Context: an optimization exercise on an open-source flow, tuned for small area, a short achievable clock period and few clock cycles per item. The choices shown serve that exercise and are no tape-out recipe. The RTL was checked by simulation tests, not by an equivalence proof against the original design.

==> 08-25: inputs <==
==> flow/design.v <==
`timescale 1ns / 1ps
module lab08_md5(
  input            clk,
  input            reset_n,
  input            start,
  input  [63:0]    msg_in,
  output           ready,
  output           done,
  output [127:0]   digest
);
reg  [6:0]  i;
reg         pend;             
reg         dn;
reg         go;               
reg  [31:0] w0, w1;           
reg  [31:0] q, b, c, d;
reg  [3:0]  fs;               
reg  [4:0]  s;                
reg         fin;              
reg  [6:0]  n;                
wire acc  = start & ready;
wire idle = (i == 7'd127);
assign ready  = ~pend & (i >= 7'd54);
assign done   = dn;
function [31:0] bswap(input [31:0] x);
  bswap = {x[7:0], x[15:8], x[23:16], x[31:24]};
endfunction
assign digest = {bswap(d), bswap(q), bswap(b), bswap(c)};
wire [6:0] i_nx = (~reset_n | (i == 7'd66)) ? 7'd127 : (go | ~idle) ? i + 7'd1 : i;
wire pend_nx = reset_n & (acc | (pend & ~go));
wire go_nx   = (i_nx == 7'd127) & pend_nx;
reg  [4:0] s_nx;
always @(*) begin
  case ({i_nx[5:4], i_nx[1:0]})
    4'd0:  s_nx = 5'd7;  4'd1:  s_nx = 5'd12; 4'd2:  s_nx = 5'd17; 4'd3:  s_nx = 5'd22;
    4'd4:  s_nx = 5'd5;  4'd5:  s_nx = 5'd9;  4'd6:  s_nx = 5'd14; 4'd7:  s_nx = 5'd20;
    4'd8:  s_nx = 5'd4;  4'd9:  s_nx = 5'd11; 4'd10: s_nx = 5'd16; 4'd11: s_nx = 5'd23;
    4'd12: s_nx = 5'd6;  4'd13: s_nx = 5'd10; 4'd14: s_nx = 5'd15; default: s_nx = 5'd21;
  endcase
  if (i_nx[6]) s_nx = 5'd0;
end
always @(posedge clk) begin
  i    <= i_nx;
  pend <= pend_nx;
  go   <= go_nx;
  dn   <= reset_n & (i == 7'd66);
  fin  <= i_nx[6];
  fs   <= i_nx[6] ? 4'b0000 : (4'b0001 << i_nx[5:4]);
  s    <= s_nx;
  n    <= i_nx + 7'd1;
end
reg  [31:0] kn;
always @(*) begin
  case (n)
      7'd0: kn = 32'h3eafc779;
      7'd1: kn = 32'he8c7b756;
      7'd2: kn = 32'h2420715b;
      7'd3: kn = 32'hc1bdceee;
      7'd4: kn = 32'hf57c0faf;
      7'd5: kn = 32'h4787c62a;
      7'd6: kn = 32'ha8304613;
      7'd7: kn = 32'hfd469501;
      7'd8: kn = 32'h698098d8;
      7'd9: kn = 32'h8b44f7af;
      7'd10: kn = 32'hffff5bb1;
      7'd11: kn = 32'h895cd7be;
      7'd12: kn = 32'h6b901122;
      7'd13: kn = 32'hfd987193;
      7'd14: kn = 32'ha67943ce;
      7'd15: kn = 32'h49b40821;
      7'd16: kn = 32'hf61e2562;
      7'd17: kn = 32'hc040b340;
      7'd18: kn = 32'h265e5a51;
      7'd19: kn = 32'he9b6c7aa;
      7'd20: kn = 32'hd62f105d;
      7'd21: kn = 32'h02441453;
      7'd22: kn = 32'hd8a1e681;
      7'd23: kn = 32'he7d3fbc8;
      7'd24: kn = 32'h21e1cde6;
      7'd25: kn = 32'hc3370816;
      7'd26: kn = 32'hf4d50d87;
      7'd27: kn = 32'h455a14ed;
      7'd28: kn = 32'ha9e3e905;
      7'd29: kn = 32'hfcefa478;
      7'd30: kn = 32'h676f02d9;
      7'd31: kn = 32'h8d2a4c8a;
      7'd32: kn = 32'hfffa3942;
      7'd33: kn = 32'h8771f681;
      7'd34: kn = 32'h6d9d6122;
      7'd35: kn = 32'hfde5384c;
      7'd36: kn = 32'ha4beea44;
      7'd37: kn = 32'h4bdecfa9;
      7'd38: kn = 32'hf6bb4b60;
      7'd39: kn = 32'hbebfbc70;
      7'd40: kn = 32'h289b7ec6;
      7'd41: kn = 32'heaa127fa;
      7'd42: kn = 32'hd4ef3085;
      7'd43: kn = 32'h04881d05;
      7'd44: kn = 32'hd9d4d039;
      7'd45: kn = 32'he6db99e5;
      7'd46: kn = 32'h1fa27cf8;
      7'd47: kn = 32'hc4ac56e5;
      7'd48: kn = 32'hf4292244;
      7'd49: kn = 32'h432aff97;
      7'd50: kn = 32'hab9423e7;
      7'd51: kn = 32'hfc93a039;
      7'd52: kn = 32'h655b59c3;
      7'd53: kn = 32'h8f0ccc92;
      7'd54: kn = 32'hffeff47d;
      7'd55: kn = 32'h85845dd1;
      7'd56: kn = 32'h6fa87e4f;
      7'd57: kn = 32'hfe2ce6e0;
      7'd58: kn = 32'ha3014314;
      7'd59: kn = 32'h4e0811a1;
      7'd60: kn = 32'hf7537e82;
      7'd61: kn = 32'hbd3af235;
      7'd62: kn = 32'h2ad7d33b;
      7'd63: kn = 32'heb86d391;
      7'd64: kn = 32'h67452301;
      7'd65: kn = 32'h10325476;
      7'd66: kn = 32'h98badcfe;
      7'd67: kn = 32'hefcdab89;
    default: kn = 32'h0;
  endcase
end
reg [3:0] gn;
always @(*) begin
  case (n[5:4])
    2'd0: gn = n[3:0];
    2'd1: gn = n[3:0] * 4'd5 + 4'd1;
    2'd2: gn = n[3:0] * 4'd3 + 4'd5;
    default: gn = n[3:0] * 4'd7;
  endcase
end
wire [31:0] wn = n[6] ? 32'h0 : (gn == 4'd0) ? w0 : (gn == 4'd1) ? w1 : 32'h0;
wire [31:0] f = ({32{fs[0]}} & (d ^ (b & (c ^ d)))) |
                ({32{fs[1]}} & (c ^ (d & (b ^ c)))) |
                ({32{fs[2]}} & (b ^ c ^ d)) |
                ({32{fs[3]}} & (c ^ (b | ~d)));
wire [31:0] t  = q + f;
wire [31:0] r0 = s[0] ? {t[30:0],  t[31]}     : t;
wire [31:0] r1 = s[1] ? {r0[29:0], r0[31:30]} : r0;
wire [31:0] r2 = s[2] ? {r1[27:0], r1[31:28]} : r1;
wire [31:0] r3 = s[3] ? {r2[23:0], r2[31:24]} : r2;
wire [31:0] r4 = s[4] ? {r3[15:0], r3[31:16]} : r3;
wire [31:0] bn = (fin ? 32'h0 : b) + r4;
wire [31:0] qn = (go ? 32'h0 : d) + kn + wn;
always @(posedge clk) begin
  q <= qn;
  b <= go ? 32'hefcdab89 : bn;
  c <= go ? 32'h98badcfe : b;
  d <= go ? 32'h10325476 : c;
end
always @(posedge clk) begin
  if (acc) begin
    w0 <= bswap(msg_in[63:32]);
    w1 <= bswap(msg_in[31:0]);
  end
end
endmodule
==> flow/run.sh <==
#!/bin/bash
# synth_recipe.tcl (not shown) runs the flow's synth.tcl, then flattens the netlist and writes it again
# the make line also repeats each setting of config.mk as NAME=value (left out here)
make -C /OpenROAD-flow-scripts/flow DESIGN_CONFIG=/design/flow/config.mk WORK_HOME=/design/flow/orfs CLKGATE_MAP_FILE= SYNTH_SCRIPT=/design/flow/synth_recipe.tcl finish
==> flow/config.mk <==
export PLATFORM = sky130hd
export DESIGN_NAME = lab08_md5
export DESIGN_NICKNAME = lab08_md5
export VERILOG_FILES = /design/flow/design.v
export SDC_FILE = /design/flow/constraint.sdc
export NUM_CORES = 4
export LEC_CHECK = 0
export ABC_AREA = 1
export CAP_MARGIN = 20
export CORE_MARGIN = 2
export CORE_UTILIZATION = 40
export SETUP_SLACK_MARGIN = 3
export SLEW_MARGIN = 20
==> flow/constraint.sdc <==
create_clock -name core_clock -period 11.0 [get_ports {clk}]
set_input_delay 2.2000 -clock core_clock [delete_from_list [all_inputs] [get_ports {clk}]]
set_output_delay 2.2000 -clock core_clock [all_outputs]
set_load 0.01 [all_outputs]
==> 02-08: changes against 08-25 <==
==> flow/design.v, changed modules only <==
module lab08_md5(
  input            clk,
  input            reset_n,
  input            start,
  input  [63:0]    msg_in,
  output           ready,
  output           done,
  output [127:0]   digest
);
reg  [6:0]  i;
reg         pend;             
reg         dn;
reg  [31:0] w0, w1;           
reg  [31:0] q, b, c, d;
wire acc  = start & ready;
wire idle = (i == 7'd127);
wire go   = idle & pend;
wire fin  = i[6];
assign ready  = ~pend & (i >= 7'd54);
assign done   = dn;
function [31:0] bswap(input [31:0] x);
  bswap = {x[7:0], x[15:8], x[23:16], x[31:24]};
endfunction
assign digest = {bswap(d), bswap(q), bswap(b), bswap(c)};
wire [6:0] n = i + 7'd1;
reg  [31:0] kn;
always @(*) begin
  case (n)
      7'd0: kn = 32'h3eafc779;
      7'd1: kn = 32'he8c7b756;
      7'd2: kn = 32'h2420715b;
      7'd3: kn = 32'hc1bdceee;
      7'd4: kn = 32'hf57c0faf;
      7'd5: kn = 32'h4787c62a;
      7'd6: kn = 32'ha8304613;
      7'd7: kn = 32'hfd469501;
      7'd8: kn = 32'h698098d8;
      7'd9: kn = 32'h8b44f7af;
      7'd10: kn = 32'hffff5bb1;
      7'd11: kn = 32'h895cd7be;
      7'd12: kn = 32'h6b901122;
      7'd13: kn = 32'hfd987193;
      7'd14: kn = 32'ha67943ce;
      7'd15: kn = 32'h49b40821;
      7'd16: kn = 32'hf61e2562;
      7'd17: kn = 32'hc040b340;
      7'd18: kn = 32'h265e5a51;
      7'd19: kn = 32'he9b6c7aa;
      7'd20: kn = 32'hd62f105d;
      7'd21: kn = 32'h02441453;
      7'd22: kn = 32'hd8a1e681;
      7'd23: kn = 32'he7d3fbc8;
      7'd24: kn = 32'h21e1cde6;
      7'd25: kn = 32'hc3370816;
      7'd26: kn = 32'hf4d50d87;
      7'd27: kn = 32'h455a14ed;
      7'd28: kn = 32'ha9e3e905;
      7'd29: kn = 32'hfcefa478;
      7'd30: kn = 32'h676f02d9;
      7'd31: kn = 32'h8d2a4c8a;
      7'd32: kn = 32'hfffa3942;
      7'd33: kn = 32'h8771f681;
      7'd34: kn = 32'h6d9d6122;
      7'd35: kn = 32'hfde5384c;
      7'd36: kn = 32'ha4beea44;
      7'd37: kn = 32'h4bdecfa9;
      7'd38: kn = 32'hf6bb4b60;
      7'd39: kn = 32'hbebfbc70;
      7'd40: kn = 32'h289b7ec6;
      7'd41: kn = 32'heaa127fa;
      7'd42: kn = 32'hd4ef3085;
      7'd43: kn = 32'h04881d05;
      7'd44: kn = 32'hd9d4d039;
      7'd45: kn = 32'he6db99e5;
      7'd46: kn = 32'h1fa27cf8;
      7'd47: kn = 32'hc4ac56e5;
      7'd48: kn = 32'hf4292244;
      7'd49: kn = 32'h432aff97;
      7'd50: kn = 32'hab9423e7;
      7'd51: kn = 32'hfc93a039;
      7'd52: kn = 32'h655b59c3;
      7'd53: kn = 32'h8f0ccc92;
      7'd54: kn = 32'hffeff47d;
      7'd55: kn = 32'h85845dd1;
      7'd56: kn = 32'h6fa87e4f;
      7'd57: kn = 32'hfe2ce6e0;
      7'd58: kn = 32'ha3014314;
      7'd59: kn = 32'h4e0811a1;
      7'd60: kn = 32'hf7537e82;
      7'd61: kn = 32'hbd3af235;
      7'd62: kn = 32'h2ad7d33b;
      7'd63: kn = 32'heb86d391;
      7'd64: kn = 32'h67452301;
      7'd65: kn = 32'h10325476;
      7'd66: kn = 32'h98badcfe;
      7'd67: kn = 32'hefcdab89;
    default: kn = 32'h0;
  endcase
end
reg [3:0] gn;
always @(*) begin
  case (n[5:4])
    2'd0: gn = n[3:0];
    2'd1: gn = n[3:0] * 4'd5 + 4'd1;
    2'd2: gn = n[3:0] * 4'd3 + 4'd5;
    default: gn = n[3:0] * 4'd7;
  endcase
end
wire [31:0] wn = n[6] ? 32'h0 : (gn == 4'd0) ? w0 : (gn == 4'd1) ? w1 : 32'h0;
reg [31:0] f;
always @(*) begin
  if (fin) f = 32'h0;
  else case (i[5:4])
    2'd0: f = d ^ (b & (c ^ d));
    2'd1: f = c ^ (d & (b ^ c));
    2'd2: f = b ^ c ^ d;
    default: f = c ^ (b | ~d);
  endcase
end
reg [4:0] s;
always @(*) begin
  if (fin) s = 5'd0;
  else case ({i[5:4], i[1:0]})
    4'd0:  s = 5'd7;  4'd1:  s = 5'd12; 4'd2:  s = 5'd17; 4'd3:  s = 5'd22;
    4'd4:  s = 5'd5;  4'd5:  s = 5'd9;  4'd6:  s = 5'd14; 4'd7:  s = 5'd20;
    4'd8:  s = 5'd4;  4'd9:  s = 5'd11; 4'd10: s = 5'd16; 4'd11: s = 5'd23;
    4'd12: s = 5'd6;  4'd13: s = 5'd10; 4'd14: s = 5'd15; default: s = 5'd21;
  endcase
end
wire [31:0] t  = q + f;
wire [31:0] r0 = s[0] ? {t[30:0],  t[31]}     : t;
wire [31:0] r1 = s[1] ? {r0[29:0], r0[31:30]} : r0;
wire [31:0] r2 = s[2] ? {r1[27:0], r1[31:28]} : r1;
wire [31:0] r3 = s[3] ? {r2[23:0], r2[31:24]} : r2;
wire [31:0] r4 = s[4] ? {r3[15:0], r3[31:16]} : r3;
wire [31:0] bn = (fin ? 32'h0 : b) + r4;
wire [31:0] qn = (go ? 32'h0 : d) + kn + wn;
always @(posedge clk) begin
  q <= qn;
  b <= go ? 32'hefcdab89 : bn;
  c <= go ? 32'h98badcfe : b;
  d <= go ? 32'h10325476 : c;
end
always @(posedge clk) begin
  if (acc) begin
    w0 <= bswap(msg_in[63:32]);
    w1 <= bswap(msg_in[31:0]);
  end
end
always @(posedge clk) begin
  if (~reset_n) begin
    i    <= 7'd127;
    pend <= 1'b0;
    dn   <= 1'b0;
  end else begin
    dn <= (i == 7'd66);
    if (acc) pend <= 1'b1;
    else if (go) pend <= 1'b0;
    if (i == 7'd66) i <= 7'd127;
    else if (~idle | go) i <= n;
  end
end
endmodule
- ABC_AREA: 1 -> default
- SETUP_SLACK_MARGIN: 3 -> default
==> summary.txt <==
- Of 02-08 and 08-25, 08-25 has the higher design area (gap 7.1%, measured against 08-25).
- Sequential share of layout area: 02-08 is lower than 08-25 (2.0 points).
- Between 02-08 and 08-25, the lower count of clock-buffer cells in the layout is in 02-08 (gap 6).
- Between 08-25 and 02-08, the lower worst hold slack is in 08-25 (gap 0.019 ns).
- Between 02-08 and 08-25, the lower clock skew is in 08-25 (gap 0.027 ns).
==> figures <==
item	02-08	08-25
Setup CP Type	flip-flop to flip-flop	input port to flip-flop
Vias post-DR	20700	23900
Share of final-layout standard cells stronger than drive strength 1	8.31%	4.12%
Run status	finished clean	finished clean
Minimum setup slack in the final design	1.75 ns	4.54 ns
Skew final	0.0476 ns	0.0203 ns
Number of different library cells in the post-synthesis netlist	90	52
Crit Path Max Fanout	60	26
Site Rows	81	85
Number of sequential storage elements	206	250
Testbench counts of 08-25, summed over its fixed seeds: cycles 13,072, hashes 192.
Testbench counts of 02-08, summed over its fixed seeds: cycles 13,072, hashes 192.

==> what the ideal ports hide <==
In the flow no input, the clock included, has a driving cell. The finished layouts below were timed again as built, in two steps.
Step 1 sets driving cells, clkbuf_16 on the clock port and buf_2 on the other inputs (assumed; they add their load-dependent delay and slew).
Step 2 times the ports against the registers' clock, not the clock port: input delays grow and output delays shrink by t, the midpoint of the rising clock arrivals with the driver on.
Slacks: ideal / step 1 / step 2; pairs: ideal / step 1.
run	t, ns	slack for setup (ns)	worst hold slack (ns)	slew at the worst register clock pin (ns)	pins driven straight from the clock port
08-25	0.653	4.540 / 4.580 / 3.926	0.520 / 0.520 / 0.520	0.07 / 0.07	1
02-08	0.617	1.750 / 1.750 / 1.750	0.539 / 0.539 / 0.539	0.07 / 0.07	1
After both steps setup and hold are still met in every run listed. The setup slack of 08-25, which loses most, moves by +0.040 ns with the drivers and by -0.614 ns with both steps.
